Background: an optimization exercise with open tools, aiming at a short achievable clock period and few clock cycles. Do not read the settings as production practice.
Function was checked by simulation only, so behaviour that the tests miss may differ from the original.
Power figures rest on the tool's default switching activity, not on a simulated workload.

`config.mk`:
```
export PLATFORM = sky130hd
export DESIGN_NAME = proc
export DESIGN_NICKNAME = proc
export VERILOG_FILES = /design/flow/design.v
export SDC_FILE = /design/flow/constraint.sdc
export NUM_CORES = 4
export LEC_CHECK = 0
export CAP_MARGIN = 20
export CORE_MARGIN = 2
export CORE_UTILIZATION = 40
export SLEW_MARGIN = 20
```
`constraint.sdc`:
```
create_clock -name core_clock -period 8.0 [get_ports {clk}]
set_input_delay 1.6000 -clock core_clock [delete_from_list [all_inputs] [get_ports {clk}]]
set_output_delay 1.6000 -clock core_clock [all_outputs]
set_load 0.01 [all_outputs]
```
`design.v`:
```
module dff (q, d, clk, rst);
    output         q;
    input          d;
    input          clk;
    input          rst;
    reg            state;
    assign q = state;
    always @(posedge clk) begin
      state <= rst? 1'b0 : d;
    end
endmodule
module not1 (in1,out);
input in1;
output out;
assign out = ~in1;
endmodule
module nand2 (in1,in2,out);
input in1,in2;
output out;
assign out = ~(in1 & in2);
endmodule
module mux2_1(InA,InB,S,Out);
   input InA,InB,S;
   output Out;
   wire   a1,a2,n1;
   not1 n5(S,n1);
   nand2 n4(InA,n1,a1);
   nand2 n2(InB,S,a2);
   nand2 n3(a1,a2,Out);
endmodule
module register (q, d, clk, rst, we);
   parameter WIDTHreg = 16;
   input [WIDTHreg-1:0] d;
   input               clk, rst, we;
   output [WIDTHreg-1:0] q;
   wire [WIDTHreg-1:0]   enabledIn;
   mux2_1 mux[WIDTHreg-1:0] (.InA (q), .InB(d), .S({WIDTHreg{we}}), .Out(enabledIn));
   dff file[WIDTHreg-1:0] (.q(q), .d(enabledIn), .clk({WIDTHreg{clk}}), .rst({WIDTHreg{rst}}));
endmodule
module rf (
           read1data, read2data, err,
           clk, rst, read1regsel, read2regsel, writeregsel, writedata, write
           );
   parameter WIDTH = 16;
   input clk, rst;
   input [2:0] read1regsel;
   input [2:0] read2regsel;
   input [2:0] writeregsel;
   input [(WIDTH-1):0] writedata;
   input        write;
   output [(WIDTH-1):0] read1data;
   output [(WIDTH-1):0] read2data;
   output        err;
   wire [(WIDTH-1):0] readData0, readData1, readData2, readData3, readData4, readData5, readData6, readData7;
   wire [(WIDTH-1):0] writeData0, writeData1, writeData2, writeData3, writeData4, writeData5, writeData6, writeData7;
   reg [(WIDTH-1):0] outData1, outData2;
   assign read1data = outData1;
   assign read2data = outData2; 
   register my_regs0 (.d(writeData0), .q(readData0), .clk(clk), .rst(rst), .we(1'b1));
   register my_regs1 (.d(writeData1), .q(readData1), .clk(clk), .rst(rst), .we(1'b1));
   register my_regs2 (.d(writeData2), .q(readData2), .clk(clk), .rst(rst), .we(1'b1));
   register my_regs3 (.d(writeData3), .q(readData3), .clk(clk), .rst(rst), .we(1'b1));
   register my_regs4 (.d(writeData4), .q(readData4), .clk(clk), .rst(rst), .we(1'b1));
   register my_regs5 (.d(writeData5), .q(readData5), .clk(clk), .rst(rst), .we(1'b1));
   register my_regs6 (.d(writeData6), .q(readData6), .clk(clk), .rst(rst), .we(1'b1));
   register my_regs7 (.d(writeData7), .q(readData7), .clk(clk), .rst(rst), .we(1'b1));
   assign writeData0 = (write & (writeregsel == 3'b000)) ? writedata : readData0;
   assign writeData1 = (write & (writeregsel == 3'b001)) ? writedata : readData1;
   assign writeData2 = (write & (writeregsel == 3'b010)) ? writedata : readData2;
   assign writeData3 = (write & (writeregsel == 3'b011)) ? writedata : readData3;
   assign writeData4 = (write & (writeregsel == 3'b100)) ? writedata : readData4;
   assign writeData5 = (write & (writeregsel == 3'b101)) ? writedata : readData5;
   assign writeData6 = (write & (writeregsel == 3'b110)) ? writedata : readData6;
   assign writeData7 = (write & (writeregsel == 3'b111)) ? writedata : readData7; 
   always @ (read1regsel, readData0, readData1, readData2, readData3, readData4, readData5,
             readData6, readData7) begin
     case (read1regsel)
       3'b000: outData1 = readData0;
       3'b001: outData1 = readData1; 
       3'b010: outData1 = readData2;  	   
       3'b011: outData1 = readData3; 
       3'b100: outData1 = readData4;  
       3'b101: outData1 = readData5;
       3'b110: outData1 = readData6;
       3'b111: outData1 = readData7;
     endcase  
   end
   always @ (read2regsel, readData0, readData1, readData2, readData3, readData4, readData5,
             readData6, readData7) begin
     case (read2regsel)
       3'b000: outData2 = readData0;
       3'b001: outData2 = readData1; 
       3'b010: outData2 = readData2;  	   
       3'b011: outData2 = readData3; 
       3'b100: outData2 = readData4;  
       3'b101: outData2 = readData5;
       3'b110: outData2 = readData6;
       3'b111: outData2 = readData7;
     endcase  
   end
endmodule
module add1(
            A,
            B,
            CI,
            Sum,
            P,
            G
            );
   input A, B, CI;
   output Sum, G, P;
   assign Sum = A ^ B ^ CI;
   assign G   = A & B;
   assign P   = A | B;
endmodule  
module cla_logic(
                 CI,
                 P,
                 G,
                 C,
                 Ggroup,
                 Pgroup);
   input CI;
   input [3:0] P, G;
   output [4:1] C;
   output       Ggroup, Pgroup;
   assign C[1] = G[0] | P[0] & CI;
   assign C[2] = G[1] | P[1] & C[1];
   assign C[3] = G[2] | P[2] & C[2];
   assign C[4] = G[3] | P[3] & C[3];
   assign Ggroup = G[3] | P[3]&G[2] | P[3]&P[2]&G[1] | P[3]&P[2]&P[1]&G[0];
   assign Pgroup = P[3]&P[2]&P[1]&P[0];
endmodule  
module add4(
            A,                   
            B,                   
            CI,                  
            Sum,                 
            CO,                  
            Pgroup,              
            Ggroup               
            );
   input [3:0] A, B;
   input       CI;
   output [3:0] Sum;
   output       CO, Ggroup, Pgroup;
   wire [3:0]   G, P;
   wire [4:1]   C;
   add1 a0(A[0], B[0],   CI, Sum[0], P[0], G[0]);
   add1 a1(A[1], B[1], C[1], Sum[1], P[1], G[1]);
   add1 a2(A[2], B[2], C[2], Sum[2], P[2], G[2]);
   add1 a3(A[3], B[3], C[3], Sum[3], P[3], G[3]);   
   cla_logic clo (CI, P, G, C, Ggroup, Pgroup);
   assign CO = C[4];
endmodule  
module add16(
            A,                   
            B,                   
            CI,                  
            Sum,                 
            CO,                  
            Ggroup,              
            Pgroup               
            );
   input [15:0] A, B;
   input       CI;
   output [15:0] Sum;
   output       CO, Ggroup, Pgroup;
   wire [3:0]   G, P;
   wire [4:1]   C;
   wire [3:0]   COX;              
   add4 a0 (A[3:0],   B[3:0],     CI, Sum[3:0],   COX[0], P[0], G[0]);
   add4 a1 (A[7:4],   B[7:4],   C[1], Sum[7:4],   COX[1], P[1], G[1]);
   add4 a2 (A[11:8],  B[11:8],  C[2], Sum[11:8],  COX[2], P[2], G[2]);
   add4 a3 (A[15:12], B[15:12], C[3], Sum[15:12], COX[3], P[3], G[3]);   
   cla_logic clo (CI, P, G, C, Ggroup, Pgroup);
   assign CO = C[4];
endmodule  
module mux16_2_1(
                 in1,            
                 in2,            
                 s,              
                 out             
                 );
   input [15:0] in1, in2;
   input        s;
   output [15:0] out;
   assign out = s ? in2 : in1;
endmodule  
module shift1(
              in,                
              op,                
              out
              );
   input [15:0] in;
   input [1:0]  op;
   output reg [15:0] out;
   parameter OP_ROL = 0;             
   parameter OP_SLL = 1;             
   parameter OP_ROR = 2;             
   parameter OP_ASR = 3;             
   always @(*) begin
      case (op)
        OP_ROL: begin
           out[15:1] = in[14:0];
           out[0]    = in[15];
        end
        OP_SLL: begin
           out[15:1] = in[14:0];
           out[0]    = 0;
        end
        OP_ROR: begin
           out[14:0] = in[15:1];
           out[15]   = in[0];
        end
        OP_ASR: begin
           out[14:0] = in[15:1];
           out[15]   = in[15];
        end        
      endcase  
   end
endmodule  
module shift2(
              in,                
              op,                
              out
              );
   input [15:0] in;
   input [1:0]  op;
   output reg [15:0] out;
   parameter OP_ROL = 0;             
   parameter OP_SLL = 1;             
   parameter OP_ROR = 2;             
   parameter OP_ASR = 3;             
   always @(*) begin
      case (op)
        OP_ROL: begin
           out[15:2] = in[13:0];
           out[1:0]  = in[15:14];
        end
        OP_SLL: begin
           out[15:2] = in[13:0];
           out[1:0]  = 0;
        end
        OP_ROR: begin
           out[13:0]  = in[15:2];
           out[15:14] = in[1:0];
        end
        OP_ASR: begin
           out[13:0] = in[15:2];
           out[15]   = in[15];
           out[14]   = in[15];
        end        
      endcase  
   end
endmodule  
module shift4(
              in,                
              op,                
              out
              );
   input [15:0] in;
   input [1:0]  op;
   output reg [15:0] out;
   parameter OP_ROL = 0;             
   parameter OP_SLL = 1;             
   parameter OP_ROR = 2;             
   parameter OP_ASR = 3;             
   always @(*) begin
      case (op)
        OP_ROL: begin
           out[15:4] = in[11:0];
           out[3:0]  = in[15:12];
        end
        OP_SLL: begin
           out[15:4] = in[11:0];
           out[3:0]  = 0;
        end
        OP_ROR: begin
           out[11:0]  = in[15:4];
           out[15:12] = in[3:0];
        end
        OP_ASR: begin
           out[11:0] = in[15:4];
           out[15]   = in[15];
           out[14]   = in[15];
           out[13]   = in[15];
           out[12]   = in[15];
        end        
      endcase  
   end
endmodule  
module shift8(
              in,                
              op,                
              out
              );
   input [15:0] in;
   input [1:0]  op;
   output reg [15:0] out;
   parameter OP_ROL = 0;             
   parameter OP_SLL = 1;             
   parameter OP_ROR = 2;             
   parameter OP_ASR = 3;             
   always @(*) begin
      case (op)
        OP_ROL: begin
           out[15:8] = in[7:0];
           out[7:0]  = in[15:8];
        end
        OP_SLL: begin
           out[15:8] = in[7:0];
           out[7:0]  = 0;
        end
        OP_ROR: begin
           out[7:0]  = in[15:8];
           out[15:8] = in[7:0];
        end
        OP_ASR: begin
           out[7:0] = in[15:8];
           out[15]   = in[15];
           out[14]   = in[15];
           out[13]   = in[15];
           out[12]   = in[15];
           out[11]   = in[15];
           out[10]   = in[15];
           out[9]    = in[15];
           out[8]    = in[15];                                 
        end        
      endcase  
   end
endmodule  
module shift16(
               In,               
               Cnt,              
               Op,               
               Out               
               );
   input [15:0] In;
   input [3:0]  Cnt;
   input [1:0]  Op;
   output [15:0] Out;
   wire [15:0] l3, sl3,          
               l2, sl2,          
               l1, sl1,          
               l0, sl0;          
   shift8 s8 (l3, Op, sl3);
   shift4 s4 (l2, Op, sl2);
   shift2 s2 (l1, Op, sl1);
   shift1 s1 (l0, Op, sl0);
   assign l3 = In;
   mux16_2_1 m3 (l3, sl3, Cnt[3], l2);
   mux16_2_1 m2 (l2, sl2, Cnt[2], l1);
   mux16_2_1 m1 (l1, sl1, Cnt[1], l0);
   mux16_2_1 m0 (l0, sl0, Cnt[0], Out);   
endmodule  
module btr_calc(Rs, Rd);
input[15:0] Rs;
output[15:0] Rd;
assign Rd[15] = Rs[0];
assign Rd[14] = Rs[1];
assign Rd[13] = Rs[2];
assign Rd[12] = Rs[3];
assign Rd[11] = Rs[4];
assign Rd[10] = Rs[5];
assign Rd[9] = Rs[6];
assign Rd[8] = Rs[7];
assign Rd[7] = Rs[8];
assign Rd[6] = Rs[9];
assign Rd[5] = Rs[10];
assign Rd[4] = Rs[11];
assign Rd[3] = Rs[12];
assign Rd[2] = Rs[13];
assign Rd[1] = Rs[14];
assign Rd[0] = Rs[15];
endmodule
module ALU (
            A,                   
            B,                   
            Op,                  
            sign,                
            Out,                 
            OFL,                 
            Zero                 
            );
   input [15:0] A, B;
   input [4:0]  Op;
   input        sign;
   output reg [15:0] Out;
   output            OFL, Zero;
   parameter ADD   = 0;
   parameter SUB   = 1;
   parameter OR    = 2;
   parameter AND   = 3;
   parameter ROL   = 4;
   parameter SLL   = 5;
   parameter ROR   = 6;
   parameter SRA   = 7;
   parameter ST    = 8;
   parameter LD    = 9;
   parameter STU   = 10;
   parameter BTR   = 11;
   parameter SEQ   = 12;
   parameter SLT   = 13;
   parameter SLE   = 14;
   parameter SCO   = 15;
   parameter BEQZ  = 16;
   parameter BNEZ  = 17;
   parameter BLTZ  = 18;
   parameter LBI   = 19;
   parameter SLBI  = 20;
   parameter JINST = 21;
   parameter JAL   = 22;
   parameter JR    = 23;
   parameter JALR  = 24;
   parameter RET   = 25;
   parameter SIIC  = 26;
   parameter RTI   = 27;
   parameter NOP   = 28;
   parameter HALT  = 29;
   wire signed [15:0] opA;
   wire signed [15:0] opB;
   wire [15:0]        shifter_Out;
   reg [1:0]          shifter_op;
   wire [15:0]        add_Sum;
   wire               add_CO, add_P, add_G;
   wire [15:0]        btr_rd;              
   wire               OFL_signed, OFL_unsigned;
   shift16 shifter (opA, opB[3:0], shifter_op, shifter_Out); 
   add16   adder   (.A(opA),
                    .B(opB),
                    .CI(Cin),
                    .Sum(add_Sum), 
                    .CO(add_CO), 
                    .Ggroup(add_G),
                    .Pgroup(add_P));
   btr_calc btr(.Rs(opA), .Rd(btr_rd));
   wire               sub = (Op == SUB);
   assign opA = sub ? B     : A;
   assign opB = sub ? ~A    : B;
   assign Cin = sub ? 1'b1  : 1'b0;
   assign OFL_signed = ( opA[15] &  opB[15] & ~add_Sum[15]) |   
                       (~opA[15] & ~opB[15] &  add_Sum[15]);    
   assign OFL_unsigned = add_CO;
   assign OFL = sign ? OFL_signed : OFL_unsigned;
   assign Zero = (opA == 16'h0000) ? 1'b1 : 1'b0;		 
   always @ (Op, add_Sum, add_CO, shifter_Out, opA, opB, btr_rd) begin
      shifter_op = 2'b00;
      case (Op)
        ADD   : Out = add_Sum;
        SUB   : Out = add_Sum;
        ROR   : begin
	   shifter_op = 2'b10;
	   Out = shifter_Out;
	end	
        SRA   : begin
	   shifter_op = 2'b11;
	   Out = shifter_Out;
	end
	ROL   : begin
	   shifter_op = 2'b00;
	   Out = shifter_Out;
	end
	SLL   : begin
	   shifter_op = 2'b01;
	   Out = shifter_Out;
	end
	OR    : Out = opA | opB;
        AND   : Out = opA & opB;
	LD    : Out = add_Sum;
	ST    : Out = add_Sum; 
	STU   : Out = add_Sum;
	BTR   : Out = btr_rd;
	SEQ   : Out = (opA == opB) ? 16'h0001 : 16'h0000;
	SLT   : Out = opA < opB;
	SLE   : Out = opA <= opB;
	BLTZ  : Out = (opA[15]) ? 16'hFFFF : 16'h0000;	 
	SCO   : Out = add_CO;
	LBI   : Out = opB;
	SLBI  : Out = {opA[7:0], 8'b0} | opB;
	JR    : Out = add_Sum;
	JALR  : Out = add_Sum;
	RET   : Out = opB;		 
	SIIC  : Out = 16'b0; 	 
        RTI   : Out = 16'b0;		 
	NOP   : Out = 16'b0;		 
	HALT  : Out = 16'b0;		 
        default:
          Out = 16'hbada;
      endcase
   end
endmodule  
module alu_op_decode (instr, alu_op);
input [15:0] instr;
output [4:0] alu_op;
parameter ADD   = 0;
parameter SUB   = 1;
parameter OR    = 2;
parameter AND   = 3;
parameter ROL   = 4;
parameter SLL   = 5;
parameter ROR   = 6;
parameter SRA   = 7;
parameter ST    = 8;
parameter LD    = 9;
parameter STU   = 10;
parameter BTR   = 11;
parameter SEQ   = 12;
parameter SLT   = 13;
parameter SLE   = 14;
parameter SCO   = 15;
parameter BEQZ  = 16;
parameter BNEZ  = 17;
parameter BLTZ  = 18;
parameter LBI   = 19;
parameter SLBI  = 20;
parameter JINST = 21;
parameter JAL   = 22;
parameter JR    = 23;
parameter JALR  = 24;
parameter RET   = 25;
parameter SIIC  = 26;
parameter RTI   = 27;
parameter NOP   = 28;
parameter HALT  = 29;
reg [4:0] op;
wire [6:0] instr_op;
assign instr_op = {instr[15:11], instr[1:0]};
assign alu_op = op;
always @ (*) begin
	casex (instr_op)
	7'b1101100 : op = ADD;
	7'b1101101 : op = SUB;
	7'b1101110 : op = OR;
	7'b1101111 : op = AND;
	7'b1101000 : op = ROL;
	7'b1101001 : op = SLL;
	7'b1101010 : op = ROR;
	7'b1101011 : op = SRA;
	7'b00000xx : op = HALT;
	7'b00001xx : op = NOP;
	7'b01000xx : op = ADD;
	7'b01001xx : op = SUB;
	7'b01010xx : op = OR;
	7'b01011xx : op = AND;
	7'b10100xx : op = ROL;
	7'b10101xx : op = SLL;
	7'b10110xx : op = ROR;
	7'b10111xx : op = SRA;
	7'b10000xx : op = ST;
	7'b10001xx : op = LD;
	7'b10011xx : op = STU;
	7'b11001xx : op = BTR;
	7'b11100xx : op = SEQ;
	7'b11101xx : op = SLT;
	7'b11110xx : op = SLE;
	7'b11111xx : op = SCO;
	7'b01100xx : op = BEQZ;
	7'b01101xx : op = BNEZ;
	7'b01111xx : op = BLTZ;
	7'b11000xx : op = LBI;
	7'b10010xx : op = SLBI;
	7'b00100xx : op = JINST;
	7'b00101xx : op = JR;
	7'b00110xx : op = JAL;
	7'b00111xx : op = JALR;
	7'b01110xx : op = RET;
	7'b00010xx : op = SIIC;
	7'b00011xx : op = RTI;
	default	  : op = 5'b11111;
	endcase
end
endmodule
module alu_operand_decode (instr, rsVal, rtVal, opA, opB);
   input [15:0] instr;
   input [15:0] rsVal;
   input [15:0] rtVal;
   output [15:0] opA;
   output [15:0] opB;
   reg [15:0]    opBVal;
   wire [6:0]    op;
   assign opA = rsVal;
   assign opB = opBVal;
   assign op = {instr[15:11], instr[1:0]};
   always @ (*) begin
      casex (op)
	7'b1101100 :  
	  opBVal = rtVal;
	7'b1101101 :  
	  opBVal = rtVal;
	7'b1101110 :  
	  opBVal = rtVal;
	7'b1101111 :  
	  opBVal = rtVal;
	7'b1101000 :  
	  opBVal = rtVal;
	7'b1101001 :  
	  opBVal = rtVal;
	7'b1101010 :  
	  opBVal = rtVal;
	7'b1101011 :  
	  opBVal = rtVal;
	7'b00000xx :  
	  opBVal = 16'b0;	 
	7'b00001xx :  
	  opBVal = 16'b0;	 
	7'b01000xx :  
	  opBVal = {{11{instr[4]}}, instr[4:0]};  
	7'b01001xx :  
	  opBVal = {{11{instr[4]}}, instr[4:0]};  
	7'b01010xx :  
	  opBVal = {11'b0, instr[4:0]};		 
	7'b01011xx :  
	  opBVal = {11'b0, instr[4:0]};		 
	7'b10100xx :  
	  opBVal = {11'b0, instr[4:0]};		 
	7'b10101xx :  
	  opBVal = {11'b0, instr[4:0]};		 
	7'b10110xx :  
	  opBVal = {11'b0, instr[4:0]};		 
	7'b10111xx :  
	  opBVal = {11'b0, instr[4:0]};		 
	7'b10000xx :  
	  opBVal = {{11{instr[4]}}, instr[4:0]};  
	7'b10001xx :  
	  opBVal = {{11{instr[4]}}, instr[4:0]};  
	7'b10011xx :  
	  opBVal = {{11{instr[4]}}, instr[4:0]};  
	7'b11001xx :  
	  opBVal = 16'b1;	 
	7'b11100xx :  
	  opBVal = rtVal;
	7'b11101xx :  
	  opBVal = rtVal;
	7'b11110xx :  
	  opBVal = rtVal;
	7'b11111xx :  
	  opBVal = rtVal;
	7'b01100xx :  
	  opBVal = {{8{instr[7]}}, instr[7:0]};		 
	7'b01101xx :  
	  opBVal = {{8{instr[7]}}, instr[7:0]};		 
	7'b01111xx :  
	  opBVal = {{8{instr[7]}}, instr[7:0]};		 
	7'b11000xx :  
	  opBVal = {{8{instr[7]}}, instr[7:0]};		 
	7'b10010xx :  
	  opBVal = {8'b0, instr[7:0]};					 
	7'b00100xx :  
	  opBVal = {{5{instr[10]}}, instr[10:0]};	 
	7'b00101xx :  
	  opBVal = {{8{instr[7]}}, instr[7:0]};		 
	7'b00110xx :  
	  opBVal = {{5{instr[10]}}, instr [10:0]};  
	7'b00111xx :  
	  opBVal = {{8{instr[7]}}, instr[7:0]};		 
	7'b01110xx :  
	  opBVal = rtVal;
	7'b00010xx :  
	  opBVal = 16'b0;   
	7'b00011xx :  
	  opBVal = 16'b0;   
	default	  : opBVal = 16'b1;	
      endcase
   end
endmodule
module alu_destination_decode (instr, rd, we_reg);
   input [15:0] instr;
   output reg [2:0] rd;
   output reg       we_reg;
   wire [2:0]       rd_imm, rd_reg, rd_ld_imm;
   assign rd_imm = instr[7:5];
   assign rd_reg = instr[4:2];
   assign rd_ld_imm = instr[10:8];
   wire [6:0]       op;
   assign op = {instr[15:11], instr[1:0]};
   always @ (*) begin
      casex (op)
	7'b1101100 : begin  
	   rd = rd_reg;
	   we_reg = 1'b1;
	end
	7'b1101101 : begin  
	   rd = rd_reg;
	   we_reg = 1'b1;
	end
	7'b1101110 : begin  
	   rd = rd_reg;
	   we_reg = 1'b1;
	end
	7'b1101111 : begin 
	   rd = rd_reg;
	   we_reg = 1'b1;
	end
	7'b1101000 : begin  
	   rd = rd_reg;
	   we_reg = 1'b1;
	end
	7'b1101001 : begin  
	   rd = rd_reg;
	   we_reg = 1'b1;
        end
	7'b1101010 : begin  
	   rd = rd_reg;
	   we_reg = 1'b1;
	end
	7'b1101011 : begin 
	   rd = rd_reg;
	   we_reg = 1'b1;
        end
	7'b11100xx : begin  
	   rd = rd_reg;
	   we_reg = 1'b1;
        end
	7'b11101xx : begin 
	   rd = rd_reg;
	   we_reg = 1'b1;
        end
	7'b11110xx : begin 
	   rd = rd_reg;
           we_reg = 1'b1;
	end
	7'b11111xx : begin  
	   rd = rd_reg;
	   we_reg = 1'b1;
        end
	7'b11001xx : begin  
	   rd = rd_reg;
           we_reg = 1'b1;
	end
	7'b01000xx : begin  
	   rd = rd_imm;
	   we_reg = 1'b1;
        end
	7'b01001xx : begin 
	   rd = rd_imm;
           we_reg = 1'b1;
        end
	7'b01010xx : begin 
	   rd = rd_imm;
	   we_reg = 1'b1;
        end
	7'b01011xx : begin  
	   rd = rd_imm;
           we_reg = 1'b1;
        end
	7'b10100xx : begin  
	   rd = rd_imm;
           we_reg = 1'b1;
        end
	7'b10101xx : begin  
	   rd = rd_imm;
           we_reg = 1'b1;
        end
	7'b10110xx : begin  
	   rd = rd_imm;
           we_reg = 1'b1;
	end
	7'b10111xx : begin  
	   rd = rd_imm;
 	   we_reg = 1'b1;
        end
	7'b10001xx : begin  
	   rd = rd_imm;
	   we_reg = 1'b1;
        end
	7'b11000xx : begin  
	   rd = rd_ld_imm;
	   we_reg = 1'b1;
	end
	7'b10010xx : begin 
	   rd = rd_ld_imm;
	   we_reg = 1'b1;
	end
	7'b00110xx : begin  
	   rd = 3'd7;
	   we_reg = 1'b1;
	end
	7'b00111xx : begin  
	   rd = 3'd7;
	   we_reg = 1'b1;
	end
  	7'b10011xx : begin  
	   rd = rd_ld_imm;
	   we_reg = 1'b1;
	end
	7'b10000xx : begin  
           rd = 3'd0;
           we_reg = 1'b0;
        end
	7'b01100xx : begin  
           rd = 3'd0;
	   we_reg = 1'b0;
        end
	7'b01101xx : begin  
           rd = 3'd0;
	   we_reg = 1'b0;
        end
	7'b01111xx : begin  
           rd = 3'd0;
	   we_reg = 1'b0;
        end
	7'b00100xx : begin  
           rd = 3'd0;
	   we_reg = 1'b0;
        end
	7'b00101xx : begin  
           rd = 3'd0;
	   we_reg = 1'b0;
        end
	7'b01110xx : begin  
           rd = 3'd0;
	   we_reg = 1'b0;
        end
	7'b00010xx : begin  
           rd = 3'd0;
	   we_reg = 1'b0;
        end
	7'b00011xx : begin  
           rd = 3'd0;
	   we_reg = 1'b0;
        end
	7'b00000xx : begin  
           rd = 3'd0;
	   we_reg = 1'b0;
        end
	7'b00001xx : begin  
           rd = 3'd0;
	   we_reg = 1'b0;
        end
	default	  : begin
           rd = 3'd0;
           we_reg = 1'b0;
        end
      endcase
   end
endmodule
module branch_logic (op, zero, top_alu, bt);
   input [4:0] op;
   input       zero;
   input       top_alu;
   output reg  bt;
   parameter BEQZ = 5'b01100;
   parameter BNEZ = 5'b01101;
   parameter BLTZ = 5'b01111;
   parameter JUMP = 5'b00100;
   parameter JR   = 5'b00101;
   parameter JAL  = 5'b00110;
   parameter JALR = 5'b00111;
   parameter RET  = 5'b01110;
   always@(*) begin
      case (op)
	BEQZ : bt = (zero == 1'b1) ? 1'b1 : 1'b0;
	BNEZ : bt = (zero == 1'b1) ? 1'b0 : 1'b1;
	BLTZ : bt = (zero == 1'b0 && top_alu == 1'b1) ? 1'b1 : 1'b0;
        JUMP : bt = 1;
        JR   : bt = 1;
        JAL  : bt = 1;
        JALR : bt = 1;
        RET  : bt = 1;
        default : bt = 0;
      endcase
   end
endmodule
module brj_addr_calc (instr, next_pc, dest_addr);
   input [15:0] instr;
   input [15:0] next_pc;
   output [15:0] dest_addr;
   wire [4:0]    op;
   wire          co, G, P;
   reg [15:0]    sextVal;
   assign op = instr[15:11];
   add16 add (.A(sextVal), .B(next_pc), .CI(1'b0), .Sum(dest_addr), .CO(co), .Ggroup(G), .Pgroup (P));
   always @ (*) begin
      case (op)
	5'b01100 : begin   
	   sextVal = {{8{instr[7]}}, instr[7:0]};		
	end
	5'b01101 : begin   
	   sextVal = {{8{instr[7]}}, instr[7:0]}; 
	end
	5'b01111 : begin	 
	   sextVal = {{8{instr[7]}}, instr[7:0]};
	end
	5'b00100 : begin	 
	   sextVal = {{5{instr[10]}}, instr[10:0]};
	end
	5'b00110 : begin   
	   sextVal = {{5{instr[10]}}, instr[10:0]};
	end
	default :  begin
	   sextVal = 16'b0;
	end			
      endcase
   end
endmodule
module next_pc_addr (instr, pc_inc, alu_out, brj_dest, bt, stall, next_pc, pc);
   input [15:0] instr;
   input [15:0] pc_inc;
   input [15:0] pc;
   input [15:0] alu_out;
   input [15:0] brj_dest;
   input        bt;
   input        stall;
   output [15:0] next_pc;
   wire [4:0]        op;
   reg [15:0] br_pc;
   assign op = instr[15:11];
   assign next_pc = (stall & ~bt) ? pc : br_pc; 
   always @ (*) begin
         case (op)
	   5'b01100 : begin	 
	      br_pc = (bt == 1'b1) ? brj_dest : pc_inc;
	   end
	   5'b01101 : begin   
	      br_pc = (bt == 1'b1) ? brj_dest : pc_inc;
	   end
	   5'b01111 : begin   
	      br_pc = (bt == 1'b1) ? brj_dest : pc_inc;
	   end
	   5'b00100 : begin   
	      br_pc = brj_dest;	
	   end
	   5'b00101 : begin   
	      br_pc = alu_out;
	   end
	   5'b00110 : begin   
	      br_pc = brj_dest;
	   end
	   5'b00111 : begin   
	      br_pc = alu_out;
	   end
	   5'b01110 : begin   
	      br_pc = alu_out;
	   end
	   5'b00011 : begin   
	      br_pc = alu_out;
	   end
	   default : begin
	      br_pc = pc_inc;
	   end
         endcase  
   end
endmodule
module mem_decode_logic (instr, e_mem, wr_mem, halt);
   input [15:0] instr;
   output reg   halt;		 
   output reg   e_mem;
   output reg   wr_mem;
   wire [6:0]   op;
   assign op = {instr[15:11], instr[1:0]};
   always @ (*) begin
      casex (op)
	7'b10001xx : begin  
	   wr_mem = 1'b0;
	   e_mem = 1'b1;
	   halt = 1'b0;
        end
	7'b10011xx : begin 
	   wr_mem = 1'b1;
	   e_mem = 1'b1;
	   halt = 1'b0;
	end
	7'b10000xx : begin  
	   wr_mem = 1'b1;
           e_mem = 1'b1;
	   halt = 1'b0;
	end 
	7'b00000xx : begin  
	   wr_mem = 1'b0;
	   e_mem = 1'b0;
	   halt = 1'b1;
        end      
	default	  : begin
	   e_mem = 1'b0;
	   wr_mem = 1'b0;
	   halt = 1'b0;
        end
      endcase
   end
endmodule
module dest_data_decode (instr, next_pc, alu_out, mem_out, rdata);
   input [15:0] instr;
   input [15:0] next_pc;
   input [15:0] alu_out;
   input [15:0] mem_out;
   output reg [15:0] rdata;
   wire [6:0]        op; 
   assign op = {instr[15:11], instr[1:0]};
   always @ (*) begin
      casex (op)
	7'b1101100 :  
	  rdata = alu_out;
	7'b1101101 :  
	  rdata = alu_out;
	7'b1101110 :  
	  rdata = alu_out;
	7'b1101111 :  
	  rdata = alu_out;
	7'b1101000 :  
	  rdata = alu_out;
	7'b1101001 :  
	  rdata = alu_out;
	7'b1101010 :  
	  rdata = alu_out;
	7'b1101011 :  
	  rdata = alu_out;
	7'b11100xx :  
	  rdata = alu_out;
	7'b11101xx :  
	  rdata = alu_out;
	7'b11110xx :  
	  rdata = alu_out;
	7'b11111xx :  
	  rdata = alu_out;
	7'b11001xx :  
	  rdata = alu_out;
	7'b01000xx :  
	  rdata = alu_out;
	7'b01001xx :  
	  rdata = alu_out;
	7'b01010xx :  
	  rdata = alu_out;
	7'b01011xx :  
	  rdata = alu_out;
	7'b10100xx :  
	  rdata = alu_out;
	7'b10101xx :  
	  rdata = alu_out;
	7'b10110xx :  
	  rdata = alu_out;
	7'b10111xx :  
	  rdata = alu_out;
	7'b10001xx :  
	  rdata = mem_out;
	7'b11000xx :  
	  rdata = alu_out;
	7'b10010xx :  
	  rdata = alu_out;
	7'b00110xx :  
	  rdata = next_pc;
	7'b00111xx :  
	  rdata = next_pc;
	7'b10011xx :  
	  rdata = alu_out;   
	default	  : rdata = 16'b0;
      endcase
   end
endmodule
module proc(
	    clk,
	    rst,
	    imem_rdata,
	    dmem_rdata,
	    imem_addr,
	    dmem_addr,
	    dmem_wdata,
	    dmem_en,
	    dmem_wr,
	    halt
	    );
   input clk;
   input rst;
   input [15:0] imem_rdata;    
   input [15:0] dmem_rdata;    
   output [15:0] imem_addr;
   output [15:0] dmem_addr;
   output [15:0] dmem_wdata;
   output        dmem_en;
   output        dmem_wr;
   output        halt;
   wire          IF_mem_done, IF_mem_stall;
   assign IF_mem_done = 1'b1;
   assign IF_mem_stall = 1'b0;
   wire   stall;
   wire [15:0] IF_instr, IF_pc_inc;
   wire [15:0] IF_pc, IF_next_pc;  
   wire [15:0] ID_instr, ID_pc_inc;
   wire [15:0] ID_rf_rd1, ID_rf_rd2;
   wire [2:0]  ID_rf_ws;
   wire        ID_rf_wr;
   wire [2:0]  ID_rf_rs1, ID_rf_rs2;  
   wire [15:0] EX_instr, EX_pc_inc, EX_rf_rd2, EX_rf_rd1;
   wire [2:0]  EX_rf_ws;
   wire        EX_rf_wr;
   wire [15:0] EX_alu_out, EX_brj_dest_addr;
   wire        EX_bt;
   wire        EX_alu_ofl, EX_alu_zero;
   wire [15:0] EX_alu_op1, EX_alu_op2;
   wire [4:0]  EX_alu_op;
   wire [15:0] MEM_instr, MEM_pc_inc, MEM_alu_out, MEM_rf_rd2;
   wire [2:0]  MEM_rf_ws;
   wire        MEM_rf_wr;
   wire [15:0] MEM_mem_out;
   wire        MEM_we_mem, MEM_wr_mem, MEM_halt;
   wire [15:0] WB_instr, WB_pc_inc, WB_mem_out, WB_alu_out;
   wire [2:0]  WB_rf_ws;
   wire        WB_rf_wr;
   wire [15:0] WB_rf_wd;
   add16 incpc (.A(16'd2), 
		.B(IF_pc),
		.CI (1'b0), 
		.Sum(IF_pc_inc), 
		.CO(), 
		.Ggroup(), 
		.Pgroup()
		);
   next_pc_addr npca (
                      .instr(EX_instr),  
		      .pc_inc(IF_pc_inc),  
		      .alu_out(EX_alu_out),  
		      .brj_dest(EX_brj_dest_addr),  
		      .bt(EX_bt),                   
                      .stall(stall),
                      .pc(IF_pc),
                      .next_pc(IF_next_pc)
		      );
   assign imem_addr = IF_pc;
   assign IF_instr = imem_rdata;
   register pc_reg(.q(IF_pc), 
                   .d(IF_next_pc), 
                   .clk(clk),
                   .rst(rst),
                   .we(1'b1));
   wire [15:0] IF_instr_in;
   wire [15:0] ID_instr_out;
   wire [15:0] IF_pc_inc_in;
   assign stall = IF_mem_stall || !IF_mem_done || 
                  ((ID_rf_rs1 == EX_rf_ws) && EX_rf_wr && (EX_instr[15:11] == 5'b10001))  ||
                  ((ID_rf_rs2 == EX_rf_ws) && EX_rf_wr && (EX_instr[15:11] == 5'b10001));
   assign forwardExDecRs1 = ((ID_rf_rs1 == EX_rf_ws) && EX_rf_wr && (EX_instr != 5'b10001));   
   assign forwardExDecRs2 = ((ID_rf_rs2 == EX_rf_ws) && EX_rf_wr && (EX_instr != 5'b10001));
   assign forwardMemDecRs1 = ((ID_rf_rs1 == MEM_rf_ws) && MEM_rf_wr);
   assign forwardMemDecRs2 = ((ID_rf_rs2 == MEM_rf_ws) && MEM_rf_wr);
   assign forwardWbDecRs1 = ((ID_rf_rs1 == WB_rf_ws) && WB_rf_wr);
   assign forwardWbDecRs2 = ((ID_rf_rs2 == WB_rf_ws) && WB_rf_wr);
   assign IF_instr_in = (rst | EX_bt) ? 16'h0800 :           
                        stall ? ID_instr_out : IF_instr;   
   assign ID_instr = (stall | EX_bt) ? 16'h0800 : ID_instr_out;      
   assign IF_pc_inc_in = stall ? ID_pc_inc : IF_pc_inc;
   register IF_ID_instr  (.d(IF_instr_in),   .q(ID_instr_out), .clk(clk), .rst(1'b0), .we(1'b1));  
   register IF_ID_pc_inc (.d(IF_pc_inc_in),  .q(ID_pc_inc), .clk(clk), .rst(rst), .we(1'b1));   
   assign ID_rf_rs1 = ID_instr_out[10:8];   
   assign ID_rf_rs2 = (ID_instr_out[15:11] != 5'b01110) ? ID_instr_out[7:5] : 3'd7;  
   wire [15:0] ID_rf_rd1f, ID_rf_rd2f;  
   assign ID_rf_rd1f = forwardExDecRs1 ? EX_alu_out : 
                       (forwardMemDecRs1 && MEM_instr[15:11] == 5'b10001) ? MEM_mem_out :
                       forwardMemDecRs1 ? MEM_alu_out : 
                       forwardWbDecRs1 ? WB_rf_wd : ID_rf_rd1;
   assign ID_rf_rd2f = forwardExDecRs2 ? EX_alu_out :
                       (forwardMemDecRs2 && MEM_instr[15:11] == 5'b10001) ? MEM_mem_out : 
                       forwardMemDecRs2 ? MEM_alu_out : 
                       forwardWbDecRs2 ? WB_rf_wd : ID_rf_rd2;
   alu_destination_decode add(
                              .instr(ID_instr),
                              .rd(ID_rf_ws),
			      .we_reg (ID_rf_wr)
                              );
   wire [15:0] ID_instr_in;
   assign ID_instr_in = rst ? 16'h0800 : ID_instr;
   register #(.WIDTHreg(3)) ID_EX_rf_ws  (.d(ID_rf_ws),      .q(EX_rf_ws), .clk(clk), .rst(rst), .we(1'b1));
   register #(.WIDTHreg(1)) ID_EX_rf_wr  (.d(ID_rf_wr),      .q(EX_rf_wr), .clk(clk), .rst(rst), .we(1'b1));
   register ID_EX_instr  (.d(ID_instr_in),   .q(EX_instr), .clk(clk), .rst(1'b0), .we(1'b1));  
   register ID_EX_pc_inc (.d(ID_pc_inc),  .q(EX_pc_inc), .clk(clk), .rst(rst), .we(1'b1));
   register ID_EX_rf_rd1 (.d(ID_rf_rd1f), .q(EX_rf_rd1), .clk(clk), .rst(rst), .we(1'b1));      
   register ID_EX_rf_rd2 (.d(ID_rf_rd2f), .q(EX_rf_rd2), .clk(clk), .rst(rst), .we(1'b1));   
   alu_operand_decode aopd(
                           .instr(EX_instr),
                           .rsVal(EX_rf_rd1),
                           .rtVal(EX_rf_rd2),
                           .opA(EX_alu_op1),
                           .opB(EX_alu_op2)
                           );   
   alu_op_decode aod (
                      .instr(EX_instr),
                      .alu_op(EX_alu_op));
   ALU alu(
           .A(EX_alu_op1),
           .B(EX_alu_op2),
           .Op(EX_alu_op),
           .sign(1'b1),
           .Out(EX_alu_out),
           .OFL(EX_alu_ofl),
           .Zero(EX_alu_zero)
           );
   branch_logic bl (
                    .op(EX_instr[15:11]), 
		    .zero(EX_alu_zero), 
		    .top_alu(EX_alu_out[15]),
		    .bt(EX_bt));
   brj_addr_calc bac (
                      .instr(EX_instr), 
		      .next_pc(EX_pc_inc),
		      .dest_addr(EX_brj_dest_addr)); 
   wire        EX_rf_wr_in;
   wire [15:0] EX_instr_in;
   assign EX_rf_wr_in = rst ? 0 : EX_rf_wr;
   assign EX_instr_in = rst ? 16'h0800 : EX_instr;
   register EX_MEM_instr   (.d(EX_instr_in),   .q(MEM_instr), .clk(clk), .rst(1'b0), .we(1'b1));  
   register EX_MEM_pc_inc  (.d(EX_pc_inc),  .q(MEM_pc_inc), .clk(clk), .rst(rst), .we(1'b1));
   register EX_MEM_alu_out (.d(EX_alu_out), .q(MEM_alu_out), .clk(clk), .rst(rst), .we(1'b1));
   register #(.WIDTHreg(3)) EX_MEM_rf_ws  (.d(EX_rf_ws),   .q(MEM_rf_ws), .clk(clk), .rst(rst), .we(1'b1));
   register #(.WIDTHreg(1)) EX_MEM_rf_wr  (.d(EX_rf_wr_in),   .q(MEM_rf_wr), .clk(clk), .rst(1'b0), .we(1'b1));  
   register EX_MEM_rf_rd2  (.d(EX_rf_rd2), .q(MEM_rf_rd2), .clk(clk), .rst(rst), .we(1'b1));
   mem_decode_logic mdl (
                         .instr(MEM_instr),
			 .e_mem(MEM_we_mem),
			 .wr_mem(MEM_wr_mem),
			 .halt(MEM_halt)
			 );
   assign dmem_addr = MEM_alu_out;
   assign dmem_wdata = MEM_rf_rd2;
   assign dmem_en = MEM_we_mem;
   assign dmem_wr = MEM_wr_mem;
   assign MEM_mem_out = dmem_rdata;
   wire        MEM_rf_wr_in;
   assign MEM_rf_wr_in = rst ? 0 : MEM_rf_wr;
   assign halt = MEM_instr[15:11] == 5'b00000;
   register MEM_WB_instr  (.d(MEM_instr),   .q(WB_instr), .clk(clk), .rst(rst), .we(1'b1));
   register MEM_WB_pc_inc (.d(MEM_pc_inc),  .q(WB_pc_inc), .clk(clk), .rst(rst), .we(1'b1));
   register MEM_WB_alu_out(.d(MEM_alu_out), .q(WB_alu_out), .clk(clk), .rst(rst), .we(1'b1));
   register MEM_WB_mem_out(.d(MEM_mem_out), .q(WB_mem_out), .clk(clk), .rst(rst), .we(1'b1));
   register #(.WIDTHreg(3)) MEM_WB_rf_ws  (.d(MEM_rf_ws),   .q(WB_rf_ws), .clk(clk), .rst(rst), .we(1'b1));
   register #(.WIDTHreg(1)) MEM_WB_rf_wr  (.d(MEM_rf_wr_in),   .q(WB_rf_wr), .clk(clk), .rst(1'b0), .we(1'b1));  
   dest_data_decode ddd (
                         .instr(WB_instr), 
			 .next_pc(WB_pc_inc), 
			 .alu_out(WB_alu_out), 
			 .mem_out(WB_mem_out),
			 .rdata (WB_rf_wd)
                         );       
   rf rf(
         .err(),
         .clk(clk),
         .rst(rst),
         .read1regsel(ID_rf_rs1),   
         .read2regsel(ID_rf_rs2),   
         .writeregsel(WB_rf_ws),  
         .writedata(WB_rf_wd),    
         .write(WB_rf_wr),        
         .read1data(ID_rf_rd1),  
         .read2data(ID_rf_rd2)   
         );
endmodule  
```
`run.sh`:
```
#!/bin/bash
# synth_recipe.tcl (not shown) runs the flow's synth.tcl, then flattens the netlist and writes it again
# the make line also repeats each setting of config.mk as NAME=value (left out here)
make -C /OpenROAD-flow-scripts/flow DESIGN_CONFIG=/design/flow/config.mk WORK_HOME=/design/flow/orfs CLKGATE_MAP_FILE= SYNTH_SCRIPT=/design/flow/synth_recipe.tcl finish
```
==> results.yml <==
synth:
  syn_area_per_cell_um2: 8.01
  ys_seq_elements: 358
  synth-simple-area-share: 0.198
  synth_xor_area_frac: 0.0130
  synth_commonest_cells: "dfxtp_1, nor2_1, nand2_1"
  yosysWarnings: 23
  yosys.area.top_type_share: 0.312
  yosys_most_used_dff: "dfxtp_1"
  synthCells: 2872
  synth_edf_count: 0
  synth_cell_types: 105
  synthArstFlopShare: 0
  synth_compound_area_frac: 0.268
  netlist_area_mm2: 0.0230
  synth_area_leaders: "dfxtp_1, nor2_1, a211oi_1, ha_1, a21oi_1"
  synthMuxAreaShare: 0.0685
  synth_top_family_by_area: "compound AO/OA/AOI/OAI gates"
  synthAdderAreaFrac: 0.0632
  syn_nets: 3009
  synth_area_leader_cell: "dfxtp_1"
  ys_seq_area_frac: 0.312
  synth.most_common_cell: "dfxtp_1"
cells_and_area:
  seq_area_mm2: 0.00717
  fillerInstances: 5725
  layout-drive-gt1-share: 0.102
  multi_input_comb_area_mm2: 0.0141
  layout.nets: 2934
  utilization: 0.452
  area_delta_synth_final_pct: 11.2
  fin_cells: 3581
  stdcell_area_mm2: 0.0256
worst_setup_path:
  worstSetupPathType: "flop to flop"
  r2r_cells: 19
  r2r_end: "pc_reg.file[6].state$_SDFFE_PP0N_"
  end_kind: "flop"
  ff2ff_setup_slack_ns: 0.53
  cp-start-kind: "flop"
  critPathMaxFanout: 34
  r2r_start: "ID_EX_instr.file[12].state$_SDFF_PP0_"
  critPathRequiredTime_ns: 8.41
  arrival_ns: 7.88
timing:
  fin_crit_ns: 7.47
  fin_tns_setup_ns: 0
  hold_violations: 0
  relSlewSlack: 0.166
  tightest_slew_ns: 1.25
  rsz0062_at_grt: "false"
  setup_slack_ns: 0.527
  finalMaxSlewViolations: 0
  setup_viol: 0
  skew_ns: 0.0284
  fin_crit_sh: 0.934
  fmax_mhz: 134
placed_design:
  dp.cells: 3510
  gp_congestion: 1.03
  dp_slack_ns: 0.771
  io_buffers: 84
  place_hpwl_um: 72200
  placed_area_mm2: 0.0242
cts:
  cts_resized: 0
  cts_buffer_depth: 3
  clk_latency_ns: 0.58
  cts_max_level: 2
  postCtsSetupRepairBufs: 0
  cts_sinks: 358
  numCtsBuffers: 41
  cts_tree: "done"
  cts_root_buf: "clkbuf_16"
  cts_hold_buf: 0
  path_clk_slew_ns: 0.06
route:
  dr_total_vias: 22418
  first_iter_violations: 2341
  remaining_drc_errors: 0
  wl_per_cell_um: 27.4
  avgViaCountPerCell: 6.26
  wl_um: 98200
  final_antenna_net_count: 0
  firstDrtPassIters: 5
die:
  coreArea_mm2: 0.0566
  die_area_mm2: 0.0594
  row_count: 87
  ios: 85
  die_x_um: 244
  start_util: 0.406
  die_h_um: 244
global_routing:
  grt-ovfl-total: 0
  track_usage: 0.323
  grt_start_max_net_pins: 190
  grt_pass1_vias: 21460
  grt_pass1_wl_um: 145000
  antenna_found_initial: 0
worst_hold_path:
  hold_end: "MEM_WB_pc_inc.file[0].state$_SDFF_PP0_"
  hold_class: "flop to flop"
  hold_start: "EX_MEM_pc_inc.file[0].state$_SDFF_PP0_"
  min_path_cells: 1
power_and_ir_drop:
  ir_worst_vdd_mv: 0.144
  p_per_area_mw_per_mm2: 189
  p_leak_nw: 9.04
run:
  drv_cap: 0
run_status:
  status: "complete, no violations"
worst max-delay path by stage:
stage	startpoint	endpoint	slack, ns	depth (start not counted)
after floorplan	ID_EX_instr.file[15].state$_SDFF_PP0_	ID_EX_rf_rd1.file[15].state$_SDFF_PP0_	1.93	28
after global placement	ID_EX_instr.file[12].state$_SDFF_PP0_	pc_reg.file[6].state$_SDFFE_PP0N_	0.88	20
after detailed placement	ID_EX_instr.file[12].state$_SDFF_PP0_	pc_reg.file[6].state$_SDFFE_PP0N_	0.77	20
after CTS	ID_EX_instr.file[12].state$_SDFF_PP0_	ID_EX_rf_rd1.file[6].state$_SDFF_PP0_	0.72	19
after global routing	ID_EX_instr.file[12].state$_SDFF_PP0_	pc_reg.file[14].state$_SDFFE_PP0N_	0.10	23
final	ID_EX_instr.file[12].state$_SDFF_PP0_	pc_reg.file[6].state$_SDFFE_PP0N_	0.53	19
worst max-delay path: stages, from the launching register on:
cell and delay [ns]:
dfxtp_1 0.99, nor2b_1 0.22, o2bb2ai_1 0.20, a211oi_1 0.77, a211o_1 0.30, buf_4 0.38
o31ai_1 0.14, and2_1 0.21, ha_1 0.24, or4_1 0.49, nor4_2 0.33, nor2_1 0.12
fa_1 0.41, fa_1 0.40, fa_1 0.49, o221ai_1 0.13, a221oi_1 0.54, nand2_1 0.15
nor4_2 0.59, o22ai_1 0.18
logic make-up after synthesis:
family | count (synthesis)
simple gates | 953
compound gates | 893
buf+inv | 393
flops | 358
mux | 138
fa+ha+maj | 103
xor+xnor | 34
cell usage in the layout (no fill, tap or decap), drive strengths merged, types with 91 or more instances in the layout:
master and instances:
o21ai 164, inv 100, buf 92, a211oi 163, a21oi 189, dfxtp 358
nor2b 123, mux2i 91, nor2 338, nand2 245
metrics by stage:
stage                     total power (W)  hold WS [ns]
after global routing              0.00498         0.461
after floorplan                   0.00252         0.414
final                             0.00483         0.437
after CTS                         0.00482         0.438
after global placement            0.00290         0.434
after detailed placement          0.00290         0.425
routing by layer:
metal / vias to the layer above / part of all wire / track usage
met5: - / 0 / 0
met4: 0 / 0.076 / 0.216
met3: 285 / 0.067 / 0.0413
met2: 1080 / 0.45 / 0.511
met1: 10865 / 0.41 / 0.412
li1: 10188 / - / -
final cells by class:
class	instances	area share
antenna	1	0.0000978
inverter	100	0.0147
timing repair buffer	175	0.0607
multi-input combinational	2121	0.553
tap	756	0.0370
clock inverter	14	0.00739
clock buffer	56	0.0471
sequential	358	0.280
where the power goes:
group	total (W)	leakage [nW]	switching, W	internal (W)
sequential	0.00194	2.91	0.0000911	0.00185
clock	0.00194	0.691	0.000787	0.00115
combinational	0.000948	5.44	0.000635	0.000313
Testbench counts, summed over its fixed seeds: cycles 103,417.

## separate check: timing with driven ports
No port has a modelled driver above. Below, the same layout with a new extraction and two added sets of constraints. Step 1, drivers: a clkbuf_16 drives clk and a buf_2 each remaining input, both assumed. Step 2, shift: input delay + t, output delay - t, t = (earliest + latest rising clock arrival at the registers) / 2. This alone moves slack from input paths to output paths. Slacks: ideal / step 1 / step 2; pairs: ideal / step 1.
t, ns: 0.633
slack for setup (ns): 0.527 / 0.527 / 0.527
worst hold slack (ns): 0.437 / 0.437 / 0.437
clock arrival spread, ns: 0.028 / 0.028
worst slew at a driven data input, ns: 0.05
After both steps this run still meets setup and hold. The setup slack of this run moves by 0.000 ns with the drivers and by 0.000 ns with both steps.
